This is an optimization exercise on Yosys and OpenROAD, whose aim is small area, not a production implementation.
Only simulation tests tie the RTL to the original design; equivalence was not proved.

**design/flow/design.v**
```verilog
module led_display (
    input  wire [3:0] v,
    output wire [6:0] seg1,
    output reg  [6:0] seg2
);
    assign seg1 = v[3] ? 7'b0111111 : 7'b1000000;
    always @(*) begin
        case (v)
            4'd0:  seg2 = 7'b1000000;
            4'd1:  seg2 = 7'b1111001;
            4'd2:  seg2 = 7'b0100100;
            4'd3:  seg2 = 7'b0110000;
            4'd4:  seg2 = 7'b0011001;
            4'd5:  seg2 = 7'b0010010;
            4'd6:  seg2 = 7'b0000010;
            4'd7:  seg2 = 7'b1111000;
            4'd8:  seg2 = 7'b0000000;  
            4'd9:  seg2 = 7'b1111000;  
            4'd10: seg2 = 7'b0000010;  
            4'd11: seg2 = 7'b0010010;  
            4'd12: seg2 = 7'b0011001;  
            4'd13: seg2 = 7'b0110000;  
            4'd14: seg2 = 7'b0100100;  
            default: seg2 = 7'b1111001;  
        endcase
    end
endmodule
module quadratic_sequence (
    input  wire       i_clk,
    input  wire       i_rst_n,
    input  wire       i_write_en,
    input  wire       i_read_en,
    input  wire [4:0] i_data,
    output reg  [1:0] o_result,
    output wire [6:0] led1_data,
    output wire [6:0] led2_data,
    output wire [6:0] led1_A, led2_A, led1_B, led2_B, led1_C, led2_C
);
    localparam IDLE = 4'd0, GET_A = 4'd1, GET_B = 4'd2, GET_C = 4'd3,
               CALC_DELTA = 4'd4, CALC_SQRT = 4'd5, CALC_ROOTS = 4'd6,
               FINISH = 4'd7, READ_1 = 4'd8, READ_2 = 4'd9;
    reg [3:0] reg_A, reg_B, reg_C, o_data, state;
    reg w_prev, r_prev;
    wire w_press = ~i_write_en & ~w_prev;
    wire r_press = ~i_read_en & ~r_prev;
    wire [3:0] m = i_data[3:0];
    wire [3:0] coef = i_data[4] ? ((m == 4'b1000) ? 4'd7 : -m) : m;
    wire signed [3:0] sa = reg_A, sb = reg_B, sc = reg_C;
    wire signed [9:0] delta = sb * sb - 4 * (sa * sc);
    reg [3:0] s;
    always @(*) begin
        case (delta)
            10'd0:   s = 4'd0;
            10'd1:   s = 4'd1;
            10'd4:   s = 4'd2;
            10'd9:   s = 4'd3;
            10'd16:  s = 4'd4;
            10'd25:  s = 4'd5;
            10'd36:  s = 4'd6;
            10'd49:  s = 4'd7;
            10'd64:  s = 4'd8;
            10'd81:  s = 4'd9;
            10'd100: s = 4'd10;
            10'd121: s = 4'd11;
            10'd144: s = 4'd12;
            10'd169: s = 4'd13;
            10'd196: s = 4'd14;
            10'd225: s = 4'd15;
            default: s = 4'd0;
        endcase
    end
    wire sel = state[0];
    wire signed [5:0] num = sel ? (-sb - $signed({1'b0, s})) : (-sb + $signed({1'b0, s}));
    wire [4:0] anum = num[5] ? -num[4:0] : num[4:0];
    wire [3:0] aa = sa[3] ? -sa : sa;
    wire [3:0] q = anum[4:1] / aa;
    wire [3:0] root = (sa == 0) ? 4'd0 : ((num[5] ^ sa[3]) ? -q : q);
    led_display d_data (.v(o_data), .seg1(led1_data), .seg2(led2_data));
    led_display d_a (.v(reg_A), .seg1(led1_A), .seg2(led2_A));
    led_display d_b (.v(reg_B), .seg1(led1_B), .seg2(led2_B));
    led_display d_c (.v(reg_C), .seg1(led1_C), .seg2(led2_C));
    always @(posedge i_clk or negedge i_rst_n) begin
        if (!i_rst_n) begin
            reg_A <= 0; reg_B <= 0; reg_C <= 0; o_data <= 0;
            o_result <= 0; state <= IDLE; w_prev <= 0; r_prev <= 0;
        end else begin
            w_prev <= ~i_write_en;
            r_prev <= ~i_read_en;
            case (state)
                IDLE:
                    if (r_press) begin
                        if (o_result[1]) state <= READ_1;
                    end else if (w_press) begin
                        reg_A <= coef; state <= GET_A;
                    end
                GET_A: if (w_press) begin reg_B <= coef; state <= GET_B; end
                GET_B: if (w_press) begin reg_C <= coef; state <= GET_C; end
                GET_C: state <= CALC_DELTA;
                CALC_DELTA: state <= CALC_SQRT;
                CALC_SQRT: state <= CALC_ROOTS;
                CALC_ROOTS: state <= FINISH;
                FINISH: begin
                    o_result <= {~delta[9], delta != 0};
                    state <= IDLE;
                end
                READ_1: begin
                    o_data <= root;
                    if (r_press) state <= o_result[0] ? READ_2 : IDLE;
                end
                READ_2: begin
                    o_data <= root;
                    if (r_press) state <= IDLE;
                end
                default: state <= IDLE;
            endcase
        end
    end
endmodule
```
**design/flow/standard.sh**
```bash
#!/bin/bash
# synth_recipe.tcl (not shown) runs the flow's synth.tcl, then flattens the netlist and writes it again
# the make line also repeats each setting of config.mk as NAME=value (left out here)
make -C /OpenROAD-flow-scripts/flow DESIGN_CONFIG=/design/flow/config.mk WORK_HOME=/design/flow/orfs CLKGATE_MAP_FILE= SYNTH_SCRIPT=/design/flow/synth_recipe.tcl "${@:-finish}"
```
**design/flow/constraint.sdc**
```tcl
create_clock -name core_clock -period 80.0 [get_ports {i_clk}]
set_input_delay 16.0000 -clock core_clock [delete_from_list [all_inputs] [get_ports {i_clk}]]
set_output_delay 16.0000 -clock core_clock [all_outputs]
set_load 0.01 [all_outputs]
```
**design/flow/flow/run.sh**
```bash
#!/bin/bash
bash standard.sh > standard.log 2>&1
```
**design/flow/config.mk**
```make
export PLATFORM = sky130hd
export DESIGN_NAME = quadratic_sequence
export DESIGN_NICKNAME = quadratic_sequence
export VERILOG_FILES = /design/flow/design.v
export SDC_FILE = /design/flow/constraint.sdc
export NUM_CORES = 4
export LEC_CHECK = 0
export CAP_MARGIN = 20
export CORE_MARGIN = 2
export CORE_UTILIZATION = 40
export PLACE_DENSITY = 0.6
export SLEW_MARGIN = 20
```
==> flow_results.xml, run 1 <==
<?xml version="1.0" encoding="UTF-8"?>
<metrics>
  <group name="run_status">
    <metric name="outcome" unit="">no timing/DRC/antenna violations</metric>
  </group>
  <group name="timing">
    <metric name="slew_viol_final" unit="">0</metric>
    <metric name="finalWorstPathRequiredPeriod" unit="ns">18.62</metric>
    <metric name="max_freq" unit="MHz">53.72</metric>
    <metric name="worst_clock_skew" unit="ns">0.004258</metric>
    <metric name="worst_margin_slew" unit="ns">0.7282</metric>
    <metric name="setup_repair_after_global_routing_missed_its_margin" unit="">false</metric>
    <metric name="slew_headroom" unit="%">50.94</metric>
    <metric name="finalHoldViolCount" unit="">0</metric>
    <metric name="final-setup-viol-count" unit="">0</metric>
    <metric name="setup_total_negative_slack" unit="ns">0</metric>
    <metric name="min_period_over_period" unit="%">23.27</metric>
  </group>
  <group name="die">
    <metric name="die_area" unit="um^2">12650</metric>
    <metric name="fp.dieH" unit="um">112.5</metric>
    <metric name="die_x" unit="um">112.5</metric>
    <metric name="row_count" unit="">39</metric>
    <metric name="boundaryPins" unit="">67</metric>
    <metric name="effective_utilization_at_floorplan" unit="%">41.05</metric>
    <metric name="core_area" unit="um^2">11470</metric>
  </group>
  <group name="worst_setup_path">
    <metric name="setup.worst_path.end_class" unit="">output pin</metric>
    <metric name="timing_worst_setup_path_type" unit="">reg -&gt; out</metric>
    <metric name="cp_data_arrival_time" unit="ns">2.62</metric>
    <metric name="cp_data_required_time" unit="ns">64.00</metric>
    <metric name="critical_path.startpoint_type" unit="">register</metric>
    <metric name="maximum_fanout_encountered_on_the_critical_timing_path" unit="">17</metric>
    <metric name="worst_r2r_endpoint" unit="">o_data[1]</metric>
    <metric name="r2r.worst_path.cells" unit="">55</metric>
    <metric name="r2r_slack" unit="ns">65.27</metric>
    <metric name="critical_path.reg2reg.startpoint" unit="">reg_A[3]</metric>
  </group>
  <group name="layout">
    <metric name="n_fill_cell" unit="">1141</metric>
    <metric name="ff_latch_area" unit="um^2">600.6</metric>
    <metric name="area_delta_synth_final" unit="%">14.14</metric>
    <metric name="finish.instance_area" unit="um^2">5373</metric>
    <metric name="antennaDiodeCount" unit="">0</metric>
    <metric name="final_layout_size_suffix_gt1_share" unit="%">3.896</metric>
    <metric name="multi_input_comb_area" unit="um^2">3596</metric>
    <metric name="final_net_count" unit="">723</metric>
  </group>
  <group name="global_route">
    <metric name="via_count_of_the_first_global_routing_pass" unit="">3961</metric>
    <metric name="grtUsageMet3" unit="%">1.998</metric>
    <metric name="grt_remaining_overflow" unit="">0</metric>
    <metric name="use_met1" unit="%">24.70</metric>
    <metric name="number_of_antenna_violations_at_the_first_check_in_global_routing" unit="">0</metric>
    <metric name="grt_util_all_layers" unit="%">17.43</metric>
    <metric name="grt_first_pass_wirelength" unit="um">18770</metric>
    <metric name="grt_max_degree" unit="">25</metric>
    <metric name="grt.busiest_layer" unit="">met2</metric>
    <metric name="grt_util_met2" unit="%">29.36</metric>
  </group>
  <group name="logic_synthesis">
    <metric name="synth_area_leaders" unit="">ha_1, dfrtp_1, fa_1</metric>
    <metric name="synthesis.area_per_instance" unit="um^2">7.992</metric>
    <metric name="synth-async-reset-ratio" unit="%">100.0</metric>
    <metric name="synth.lib_cells_used.distinct" unit="">63</metric>
    <metric name="synth-main-ff-cell" unit="">dfrtp_1</metric>
    <metric name="synth_most_common_cell" unit="">ha_1</metric>
    <metric name="synth_top_cell_by_area" unit="">ha_1</metric>
    <metric name="syn_nets" unit="">694</metric>
    <metric name="yosys_top_cell_area_share" unit="%">18.34</metric>
    <metric name="mappedNetlistArea" unit="um^2">4707</metric>
    <metric name="fraction_of_the_yosys_area_taken_by_sequential_cells" unit="%">12.76</metric>
    <metric name="synth_enable_flop_cells" unit="">0</metric>
    <metric name="synthCells" unit="">589</metric>
    <metric name="postSynthRegisterBits" unit="">24</metric>
    <metric name="synth.yosys.warnings" unit="">2</metric>
    <metric name="synthTopCellsByCount" unit="">ha_1, inv_1, nand2_1</metric>
  </group>
  <group name="run">
    <metric name="maxCapViolations" unit="">0</metric>
  </group>
  <group name="clock_network">
    <metric name="cts.repair_timing.setup_buffer_count" unit="">0</metric>
    <metric name="cts-buffers-inserted" unit="">3</metric>
    <metric name="worst_path_clk_slew" unit="ns">0.06</metric>
    <metric name="cts_buffer_depth" unit="">2</metric>
    <metric name="cts_repair_resize_count" unit="">0</metric>
    <metric name="tritoncts" unit="">done</metric>
    <metric name="insertion_delay" unit="ns">0.26</metric>
    <metric name="htreeDepth" unit="">1</metric>
    <metric name="cts.hold.buffers_added" unit="">0</metric>
    <metric name="number_of_clock_sinks" unit="">24</metric>
    <metric name="root_buffer" unit="">clkbuf_16</metric>
  </group>
  <group name="hold_path">
    <metric name="hold_ep" unit="">o_result[1]</metric>
    <metric name="min_from" unit="">o_result[1]</metric>
    <metric name="hp-class" unit="">reg -&gt; reg</metric>
    <metric name="hold_path_depth" unit="">1</metric>
  </group>
  <group name="routing">
    <metric name="routed_wl" unit="um">10720</metric>
    <metric name="antenna_violating_nets_post_route" unit="">0</metric>
    <metric name="wire_per_inst" unit="um">14.12</metric>
    <metric name="vias_per_cell" unit="">5.265</metric>
    <metric name="drcViolationCount" unit="">0</metric>
    <metric name="vias" unit="">3996</metric>
    <metric name="drt_pass1_iterations" unit="">4</metric>
    <metric name="detail_route.iter0.violations" unit="">200</metric>
  </group>
  <group name="placement">
    <metric name="io_buffers" unit="">66</metric>
    <metric name="place_area" unit="um^2">5303</metric>
    <metric name="place_congestion" unit="">0.9598</metric>
    <metric name="dp_hpwl" unit="um">8687</metric>
  </group>
</metrics>
## worst max-delay path by stage
stage / startpoint / endpoint / slack, ns / cells past startpoint
after CTS: reg_B[0] / led2_B[0] / 61.39 / 5
final: reg_B[0] / led2_B[0] / 61.38 / 5
after floorplan: i_read_en / reg_A[2] / 62.55 / 4
after global routing: reg_B[0] / led2_B[0] / 61.25 / 5
after detailed placement: reg_B[0] / led2_B[0] / 61.68 / 5
after global placement: reg_B[0] / led2_B[0] / 61.72 / 5
## routing by layer
| metal | vias to the layer above | part of all wire [%] | wire, um |
|---|---|---|---|
| li1 | 2028 | - | - |
| met1 | 1867 | 48 | 5142 |
| met2 | 91 | 47 | 5056 |
| met3 | 10 | 3.8 | 402 |
| met4 | 0 | 1.1 | 118 |
| met5 | - | 0 | 0 |
## critical path, cell delays in order, from the launching register on
cell,delay (ns)
dfrtp_1,0.73
inv_1,0.31
ha_1,0.46
o21ai_0,0.19
a22o_1,0.14
clkdlybuf4s50_1,0.53
## kinds of logic after synthesis
family                   Yosys count  synth area share [%]
AO/OA/AOI/OAI                    123                 16.64
XOR/XNOR                          40                 8.798
adder cells (fa/ha/maj)           96                 29.82
buffers and inverters            112                 10.85
flip-flops                        24                 12.76
multiplexers                      16                 3.589
AND/OR/NAND/NOR                  178                 17.54
## cells in the final DEF (no fill, tap or decap), types with 5 or more instances in the layout
cell type and instances:
xor2_1 12, and3_1 7, nor2_1 50, nand3_1 11, mux2_2 7, clkdlybuf4s50_1 65
a21oi_1 30, inv_1 66, o21ai_0 32, a31oi_1 5, nor3_1 16, mux2i_1 9
dfrtp_1 24, and2_1 7, xnor2_1 22, fa_1 27, nand2_1 57, a21o_1 10
nand2b_1 5, ha_1 69, o21a_1 6
## sequential cells by signal (all words and copies together) (netlist names)
register,flops
r_prev,1
o_result,2
reg_C,4
reg_A,4
reg_B,4
state,4
w_prev,1
o_data,4
## through the flow
step	setup WS, ns	util [%]	std cells	hold slack (ns)
floorplan	62.55	-	589	0.5381
global placement	61.72	46.24	756	0.5363
detailed placement	61.68	46.24	756	0.5439
CTS	61.39	46.90	759	0.5586
global route	61.25	46.85	759	0.5667
finish	61.38	46.85	759	0.5596
## layout make-up
class / instances / share of cell area [%]
clock buffer: 3 / 1.397
inverter: 69 / 4.821
multi-input combinational: 453 / 66.93
sequential: 24 / 11.18
tap: 143 / 3.330
timing repair buffer: 67 / 12.34
==> run 2: changes to the inputs <==
==> design/flow/run.sh (new file) <==
#!/bin/bash
# synth_recipe.tcl (not shown) runs the flow's synth.tcl, then flattens the netlist and writes it again
# the make line also repeats each setting of config.mk as NAME=value (left out here)
make -C /OpenROAD-flow-scripts/flow DESIGN_CONFIG=/design/flow/config.mk WORK_HOME=/design/flow/orfs CLKGATE_MAP_FILE= SYNTH_SCRIPT=/design/flow/synth_recipe.tcl finish
removed: design/flow/flow/run.sh
removed: design/flow/standard.sh
==> run 2 against run 1 <==
  * Still clean
  * Synthesized cell count unchanged
  * Non-clock buffer count unchanged
  * Via count unchanged
  * First-iteration DRC count unchanged
  * Worst hold slack unchanged
  * Global-route usage unchanged
  * Setup slack unchanged
  * Sequential cell count unchanged
  * Cell area unchanged
  * Critical path type unchanged
  * Critical endpoint unchanged
  * Largest cell class unchanged
  * Highest routed layer unchanged
==> flow_results.xml, run 2 <==
<?xml version="1.0" encoding="UTF-8"?>
<metrics>
  <group name="run_status">
    <metric name="outcome" unit="">no timing/DRC/antenna violations</metric>
  </group>
  <group name="timing">
    <metric name="finalWorstPathRequiredPeriod" unit="ns">18.62</metric>
    <metric name="worst_clock_skew" unit="ns">0.004258</metric>
    <metric name="min_period_over_period" unit="%">23.27</metric>
    <metric name="setup_repair_after_global_routing_missed_its_margin" unit="">false</metric>
    <metric name="worst_margin_slew" unit="ns">0.7282</metric>
    <metric name="max_freq" unit="MHz">53.72</metric>
    <metric name="slew_headroom" unit="%">50.94</metric>
    <metric name="slew_viol_final" unit="">0</metric>
    <metric name="final-setup-viol-count" unit="">0</metric>
    <metric name="setup_total_negative_slack" unit="ns">0</metric>
    <metric name="finalHoldViolCount" unit="">0</metric>
  </group>
  <group name="worst_setup_path">
    <metric name="critical_path.slowest_cell" unit="">dfrtp_1</metric>
    <metric name="critical_path.startpoint_type" unit="">register</metric>
    <metric name="timing_worst_setup_path_type" unit="">reg -&gt; out</metric>
    <metric name="timing.critical_path.max_delay_family" unit="">buffers and inverters</metric>
    <metric name="slowest_delay" unit="ns">0.73</metric>
    <metric name="cp_data_arrival_time" unit="ns">2.62</metric>
    <metric name="maximum_fanout_encountered_on_the_critical_timing_path" unit="">17</metric>
    <metric name="cp_num_buf_inv" unit="">2</metric>
    <metric name="setup.worst_path.end_class" unit="">output pin</metric>
    <metric name="cp_data_required_time" unit="ns">64.00</metric>
    <metric name="worstPathCellList" unit="">inv_1 -&gt; ha_1 -&gt; o21ai_0 -&gt; a22o_1 -&gt; clkdlybuf4s50_1</metric>
  </group>
  <group name="clock_network">
    <metric name="cts_repair_resize_count" unit="">0</metric>
    <metric name="worst_path_clk_slew" unit="ns">0.06</metric>
    <metric name="cts_buffer_depth" unit="">2</metric>
    <metric name="number_of_clock_sinks" unit="">24</metric>
    <metric name="htreeDepth" unit="">1</metric>
    <metric name="tritoncts" unit="">done</metric>
    <metric name="insertion_delay" unit="ns">0.26</metric>
    <metric name="cts-buffers-inserted" unit="">3</metric>
    <metric name="cts.hold.buffers_added" unit="">0</metric>
    <metric name="cts.repair_timing.setup_buffer_count" unit="">0</metric>
    <metric name="root_buffer" unit="">clkbuf_16</metric>
  </group>
  <group name="layout">
    <metric name="final_layout_size_suffix_gt1_share" unit="%">3.896</metric>
    <metric name="final_net_count" unit="">723</metric>
    <metric name="mostFrequentLayoutCells" unit="">ha_1, inv_1, clkdlybuf4s50_1</metric>
    <metric name="antennaDiodeCount" unit="">0</metric>
    <metric name="layout_commonest_cell" unit="">ha_1</metric>
    <metric name="area_delta_synth_final" unit="%">14.14</metric>
    <metric name="finalNonFillerCells" unit="">759</metric>
  </group>
  <group name="logic_synthesis">
    <metric name="synth-main-ff-cell" unit="">dfrtp_1</metric>
    <metric name="synth-async-reset-ratio" unit="%">100.0</metric>
    <metric name="synth_most_common_cell" unit="">ha_1</metric>
    <metric name="synth.yosys.warnings" unit="">2</metric>
    <metric name="mappedNetlistArea" unit="um^2">4707</metric>
    <metric name="fraction_of_the_yosys_area_taken_by_sequential_cells" unit="%">12.76</metric>
    <metric name="synth_area_leaders" unit="">ha_1, dfrtp_1, fa_1</metric>
    <metric name="synth.lib_cells_used.distinct" unit="">63</metric>
    <metric name="synthTopCellsByCount" unit="">ha_1, inv_1, nand2_1</metric>
    <metric name="postSynthRegisterBits" unit="">24</metric>
    <metric name="syn_nets" unit="">694</metric>
    <metric name="synth_top_cell_by_area" unit="">ha_1</metric>
    <metric name="synth_enable_flop_cells" unit="">0</metric>
    <metric name="synthesis.area_per_instance" unit="um^2">7.992</metric>
    <metric name="yosys_top_cell_area_share" unit="%">18.34</metric>
    <metric name="synthCells" unit="">589</metric>
  </group>
  <group name="die">
    <metric name="core_area" unit="um^2">11470</metric>
    <metric name="effective_utilization_at_floorplan" unit="%">41.05</metric>
    <metric name="row_count" unit="">39</metric>
    <metric name="boundaryPins" unit="">67</metric>
    <metric name="die_x" unit="um">112.5</metric>
    <metric name="die_area" unit="um^2">12650</metric>
    <metric name="fp.dieH" unit="um">112.5</metric>
  </group>
  <group name="placement">
    <metric name="place_inst" unit="">756</metric>
    <metric name="io_buffers" unit="">66</metric>
    <metric name="dp_hpwl" unit="um">8687</metric>
    <metric name="place_congestion" unit="">0.9598</metric>
  </group>
  <group name="routing">
    <metric name="drcViolationCount" unit="">0</metric>
    <metric name="detail_route.iter0.violations" unit="">200</metric>
    <metric name="wire_per_inst" unit="um">14.12</metric>
    <metric name="routed_wl" unit="um">10720</metric>
    <metric name="drt_pass1_iterations" unit="">4</metric>
    <metric name="antenna_violating_nets_post_route" unit="">0</metric>
    <metric name="vias_per_cell" unit="">5.265</metric>
    <metric name="vias" unit="">3996</metric>
  </group>
  <group name="global_route">
    <metric name="grt_remaining_overflow" unit="">0</metric>
    <metric name="grt_max_degree" unit="">25</metric>
    <metric name="grt_first_pass_wirelength" unit="um">18770</metric>
    <metric name="grt_util_all_layers" unit="%">17.43</metric>
    <metric name="via_count_of_the_first_global_routing_pass" unit="">3961</metric>
    <metric name="number_of_antenna_violations_at_the_first_check_in_global_routing" unit="">0</metric>
  </group>
  <group name="run">
    <metric name="maxCapViolations" unit="">0</metric>
  </group>
  <group name="hold_path">
    <metric name="hp-class" unit="">reg -&gt; reg</metric>
  </group>
</metrics>
run 2: cell counts in the layout (fill, tap and decap cells not counted):
No cell type changed its count.
run 2: worst register-to-register path, delay by kind of cell, from the launching register on:
kind	cells	cell delay, ns
adder cells (fa/ha/maj)	15	5.49
AO/OA/AOI/OAI	19	4.28
AND/OR/NAND/NOR	8	2.04
buffers and inverters	8	1.01
XOR/XNOR	3	0.71
flip-flops	1	0.70
multiplexers	2	0.37
run 2: per-stage QoR:
stage	setup slack, ns	hold WS (ns)	cell area [um^2]	util (%)
after global placement	61.72	0.5363	5303	46.24
after floorplan	62.55	0.5381	4707	-
after global routing	61.25	0.5667	5373	46.85
after CTS	61.39	0.5586	5378	46.90
final	61.38	0.5596	5373	46.85
after detailed placement	61.68	0.5439	5303	46.24
run 2: cell families after synthesis:
kind of cell / Yosys count / share of synthesized area (%)
buffers and inverters: 112 / 10.85
flip-flops: 24 / 12.76
multiplexers: 16 / 3.589
adder cells (fa/ha/maj): 96 / 29.82
AND/OR/NAND/NOR: 178 / 17.54
AO/OA/AOI/OAI: 123 / 16.64
XOR/XNOR: 40 / 8.798
run 2: layout make-up:
cell class              instances  area (um^2)
fillers                      1141         6095
multi-input cells             453         3596
inverters                      69        259.0
flip-flops and latches         24        600.6
well taps                     143        178.9
clock buffers                   3        75.07
repair buffers                 67        663.1
run 2: worst paths after layout:
path | slack, ns | to | depth (start not counted) | startpoint
min | 0.56 | o_result[1] | 1 | o_result[1]
min in group asynchronous | 15.74 | o_result[0] | 1 | i_rst_n
max in group asynchronous | 63.89 | state[1] | 1 | i_rst_n
max | 61.38 | led2_B[0] | 5 | reg_B[0]
max reg2reg | 65.27 | o_data[1] | 55 | reg_A[3]
min reg2reg | 0.56 | o_result[1] | 1 | o_result[1]
run 2: metal layers:
metal  global-route usage, %  routed length (um)  up-vias
li1                        -                   -     2028
met1                   24.70                5142     1867
met2                   29.36                5056       91
met3                   1.998                 402       10
met4                   2.602                 118        0
met5                       0                   0        -
==> run 3: changes to the inputs <==
==> design/flow/flow/run.sh (new file) <==
#!/bin/bash
set -euo pipefail
WORK=$PWD
export MY_ABC_SCRIPT=$WORK/flow/abc.script
export FLOW_SYNTH_TCL=$WORK/synth_recipe.tcl
bash standard.sh ADDER_MAP_FILE= SYNTH_SCRIPT=$WORK/flow/synth.tcl \
  "BUFFER_PORTS_ARGS=-buffer_cell sky130_fd_sc_hd__buf_1" finish > $WORK/standard.log 2>&1
==> design/flow/flow/abc.script (new file) <==
strash
&get -n
&deepsyn -T 60
&put
dch
map -a
topo
==> design/flow/flow/synth.tcl (new file) <==
# The standard flow's synthesis script (synth_recipe.tcl) unchanged, except that every abc call
# runs flow/abc.script instead of ORFS's abc script.
proc abc {args} {
  set i [lsearch -exact $args -script]
  if {$i >= 0} { set args [lreplace $args $i [expr {$i + 1}] -script $::env(MY_ABC_SCRIPT)] }
  yosys abc {*}$args
}
source $::env(FLOW_SYNTH_TCL)
==> design/flow/standard.sh (new file) <==
#!/bin/bash
# synth_recipe.tcl (not shown) runs the flow's synth.tcl, then flattens the netlist and writes it again
# the make line also repeats each setting of config.mk as NAME=value (left out here)
make -C /OpenROAD-flow-scripts/flow DESIGN_CONFIG=/design/flow/config.mk WORK_HOME=/design/flow/orfs CLKGATE_MAP_FILE= SYNTH_SCRIPT=/design/flow/synth_recipe.tcl "${@:-finish}"
removed: design/flow/run.sh
==> run 3 against run 2 <==
  * Sequential cell count unchanged
  * Setup slack improved by 0.28 ns
  * Critical endpoint is now led2_B[5]
  * Highest routed layer unchanged
  * Clock skew increased by 0.0025 ns
  * Via count decreased by 20%
==> flow_results.xml, run 3 <==
<?xml version="1.0" encoding="UTF-8"?>
<metrics>
  <group name="run_status">
    <metric name="outcome" unit="">no timing/DRC/antenna violations</metric>
  </group>
  <group name="routing">
    <metric name="routed_wl" unit="um">7697</metric>
    <metric name="drcViolationCount" unit="">0</metric>
    <metric name="vias" unit="">3186</metric>
    <metric name="wire_per_inst" unit="um">12.74</metric>
    <metric name="detail_route.iter0.violations" unit="">219</metric>
    <metric name="antenna_violating_nets_post_route" unit="">0</metric>
    <metric name="drt_pass1_iterations" unit="">7</metric>
    <metric name="vias_per_cell" unit="">5.275</metric>
  </group>
  <group name="worst_setup_path">
    <metric name="cp-endpoint" unit="">led2_B[5]</metric>
    <metric name="setup.worst_path.end_class" unit="">output pin</metric>
    <metric name="crit_path_start" unit="">reg_B[1]</metric>
    <metric name="slowest_delay" unit="ns">0.53</metric>
    <metric name="maximum_fanout_encountered_on_the_critical_timing_path" unit="">9</metric>
    <metric name="worst_r2r_endpoint" unit="">o_data[2]</metric>
    <metric name="worst_path_most_repeated_cell" unit="">clkinv_1</metric>
    <metric name="timing_worst_setup_path_type" unit="">reg -&gt; out</metric>
    <metric name="cp_data_arrival_time" unit="ns">2.34</metric>
    <metric name="r2r.worst_path.cells" unit="">50</metric>
    <metric name="critical_path.reg2reg.startpoint" unit="">reg_A[0]</metric>
    <metric name="critical_path.startpoint_type" unit="">register</metric>
    <metric name="worstPathCellList" unit="">clkinv_1 -&gt; nor2_1 -&gt; clkinv_1 -&gt; a21oi_1 -&gt; clkinv_1 -&gt; o21ai_0 -&gt; clkinv_1 -&gt; a21oi_1 -&gt; buf_1</metric>
    <metric name="critical_path.slowest_cell" unit="">dfrtp_1</metric>
    <metric name="r2r_slack" unit="ns">70.85</metric>
    <metric name="cp_data_required_time" unit="ns">64.00</metric>
  </group>
  <group name="hold_path">
    <metric name="hp-class" unit="">reg -&gt; reg</metric>
  </group>
  <group name="timing">
    <metric name="setup_total_negative_slack" unit="ns">0</metric>
    <metric name="worst_margin_slew" unit="ns">1.023</metric>
    <metric name="hold_ws" unit="ns">0.5538</metric>
    <metric name="finalHoldViolCount" unit="">0</metric>
    <metric name="finalWorstPathRequiredPeriod" unit="ns">18.34</metric>
    <metric name="final-setup-viol-count" unit="">0</metric>
    <metric name="setup_repair_after_global_routing_missed_its_margin" unit="">false</metric>
    <metric name="slew_viol_final" unit="">0</metric>
    <metric name="min_period_over_period" unit="%">22.92</metric>
    <metric name="slew_headroom" unit="%">31.29</metric>
    <metric name="max_freq" unit="MHz">54.54</metric>
    <metric name="post-route-worst-setup-slack" unit="ns">61.66</metric>
    <metric name="worst_clock_skew" unit="ns">0.006770</metric>
  </group>
  <group name="placement">
    <metric name="place_inst" unit="">600</metric>
    <metric name="place_congestion" unit="">0.9492</metric>
    <metric name="dp_hpwl" unit="um">6205</metric>
    <metric name="io_buffers" unit="">66</metric>
    <metric name="placement.setup.worst_slack" unit="ns">62.00</metric>
  </group>
  <group name="logic_synthesis">
    <metric name="synthTopCellsByCount" unit="">nor2_1, nand2_1, clkinv_1</metric>
    <metric name="synth-async-reset-ratio" unit="%">100.0</metric>
    <metric name="synth_enable_flop_cells" unit="">0</metric>
    <metric name="mappedNetlistArea" unit="um^2">2770</metric>
    <metric name="synth_area_leaders" unit="">dfrtp_1, nor2_1, nand2_1</metric>
    <metric name="fraction_of_the_yosys_area_taken_by_sequential_cells" unit="%">21.68</metric>
    <metric name="synth.lib_cells_used.distinct" unit="">31</metric>
    <metric name="synth_most_common_cell" unit="">nor2_1</metric>
    <metric name="yosys_top_cell_area_share" unit="%">21.68</metric>
    <metric name="synthCells" unit="">477</metric>
    <metric name="syn_nets" unit="">486</metric>
    <metric name="synthesis.area_per_instance" unit="um^2">5.807</metric>
    <metric name="synth.yosys.warnings" unit="">2</metric>
    <metric name="synth_top_cell_by_area" unit="">dfrtp_1</metric>
    <metric name="synth-main-ff-cell" unit="">dfrtp_1</metric>
    <metric name="postSynthRegisterBits" unit="">24</metric>
  </group>
  <group name="layout">
    <metric name="utilization" unit="%">44.41</metric>
    <metric name="finalNonFillerCells" unit="">604</metric>
    <metric name="area_delta_synth_final" unit="%">8.311</metric>
    <metric name="final_net_count" unit="">534</metric>
    <metric name="layout_commonest_cell" unit="">nor2_1</metric>
    <metric name="n_fill_cell" unit="">758</metric>
    <metric name="mostFrequentLayoutCells" unit="">nor2_1, nand2_1, clkinv_1</metric>
    <metric name="final_layout_size_suffix_gt1_share" unit="%">2.481</metric>
    <metric name="antennaDiodeCount" unit="">0</metric>
  </group>
  <group name="clock_network">
    <metric name="cts_repair_resize_count" unit="">0</metric>
    <metric name="insertion_delay" unit="ns">0.27</metric>
    <metric name="root_buffer" unit="">clkbuf_8</metric>
    <metric name="cts.hold.buffers_added" unit="">0</metric>
    <metric name="worst_path_clk_slew" unit="ns">0.09</metric>
    <metric name="tritoncts" unit="">done</metric>
    <metric name="cts.repair_timing.setup_buffer_count" unit="">0</metric>
    <metric name="cts-buffers-inserted" unit="">3</metric>
    <metric name="htreeDepth" unit="">1</metric>
    <metric name="cts_buffer_depth" unit="">2</metric>
    <metric name="number_of_clock_sinks" unit="">24</metric>
  </group>
  <group name="die">
    <metric name="core_area" unit="um^2">6756</metric>
    <metric name="effective_utilization_at_floorplan" unit="%">41.00</metric>
    <metric name="die_x" unit="um">87.22</metric>
    <metric name="die_area" unit="um^2">7607</metric>
    <metric name="row_count" unit="">30</metric>
    <metric name="boundaryPins" unit="">67</metric>
    <metric name="fp.dieH" unit="um">87.22</metric>
  </group>
  <group name="global_route">
    <metric name="via_count_of_the_first_global_routing_pass" unit="">2714</metric>
    <metric name="grt_remaining_overflow" unit="">0</metric>
    <metric name="grtUsageMet3" unit="%">1.801</metric>
    <metric name="grt_util_met2" unit="%">32.41</metric>
    <metric name="grt_first_pass_wirelength" unit="um">12690</metric>
    <metric name="number_of_antenna_violations_at_the_first_check_in_global_routing" unit="">0</metric>
    <metric name="grt_util_all_layers" unit="%">20.48</metric>
    <metric name="grt_max_degree" unit="">25</metric>
    <metric name="use_met1" unit="%">29.56</metric>
    <metric name="grt.busiest_layer" unit="">met2</metric>
  </group>
  <group name="run">
    <metric name="maxCapViolations" unit="">0</metric>
  </group>
</metrics>
-- run 3: per-layer routing --
layer | vias up | wire (um)
met5 | - | 0
met4 | 0 | 153
met3 | 11 | 437
met2 | 108 | 3399
met1 | 1412 | 3707
li1 | 1655 | -
-- run 3: how the worst min path moves through the flow --
stage | slack, ns | from | endpoint | cells after the start
after global placement | 0.53 | state[3] | state[2] | 1
after floorplan | 0.49 | state[3] | state[2] | 1
after global routing | 0.57 | o_result[1] | o_result[1] | 1
after CTS | 0.55 | o_result[1] | o_result[1] | 1
final | 0.55 | o_result[1] | o_result[1] | 1
after detailed placement | 0.53 | o_result[1] | o_result[1] | 1
-- run 3: worst max-delay path, delay by kind of cell, from the launching register on --
family / cells / cell delay (ns)
buffers and inverters: 5 / 0.88
AO/OA/AOI/OAI: 3 / 0.47
flip-flops: 1 / 0.53
AND/OR/NAND/NOR: 1 / 0.18
-- run 3: cells by family after synthesis --
group,count (synthesis),synth area share (%)
buffers and inverters,93,15.85
and+or+nand+nor,225,32.25
AOI/OAI and AO/OA,118,24.75
DFF,24,21.68
muxes,1,0.4065
xor gates and xnor gates,16,5.059
-- run 3: area by class of cell --
| class | count | area, um^2 | share of cell area, % |
|---|---|---|---|
| multi-input cells | 360 | 1730 | 57.67 |
| flip-flops and latches | 24 | 600.6 | 20.02 |
| inverters | 69 | 259.0 | 8.632 |
| repair buffers | 67 | 255.2 | 8.507 |
| well taps | 80 | 100.1 | 3.336 |
| clock buffers | 4 | 55.05 | 1.835 |
-- run 3: per-stage QoR --
stage / cell area, um^2
6_report: 3000
5_1_grt: 3000
4_1_cts: 3000
3_5_place_dp: 2945
3_3_place_gp: 2945
2_1_floorplan: 2770

[separate check: timing with driven ports]
The flow's constraints put no driver on any port. The routed layouts listed below were extracted and timed again, unchanged, in two steps.
Step 1, drivers: a clkbuf_16 drives i_clk and a buf_2 each remaining input, both assumed.
Step 2 also shifts input and output timing later by t, the mid clock arrival at the registers, as if the neighbouring blocks saw the same clock.
Slacks: no drivers / after step 1 / after step 2; pairs: no drivers / after step 1.
| run | t (ns) | setup WS [ns] | worst setup path after step 2 | latest minus earliest clock arrival (ns) | cell pins on the clock port's net |
|---|---|---|---|---|---|
| run 1 | 0.288 | 61.385 / 61.350 / 61.638 | register to output | 0.004 / 0.004 | 1 |
| run 2 | 0.288 | 61.385 / 61.350 / 61.638 | register to output | 0.004 / 0.004 | 1 |
| run 3 | 0.299 | 61.663 / 61.633 / 61.933 | register to output | 0.007 / 0.007 | 1 |
After both steps setup and hold are still met in every run listed.
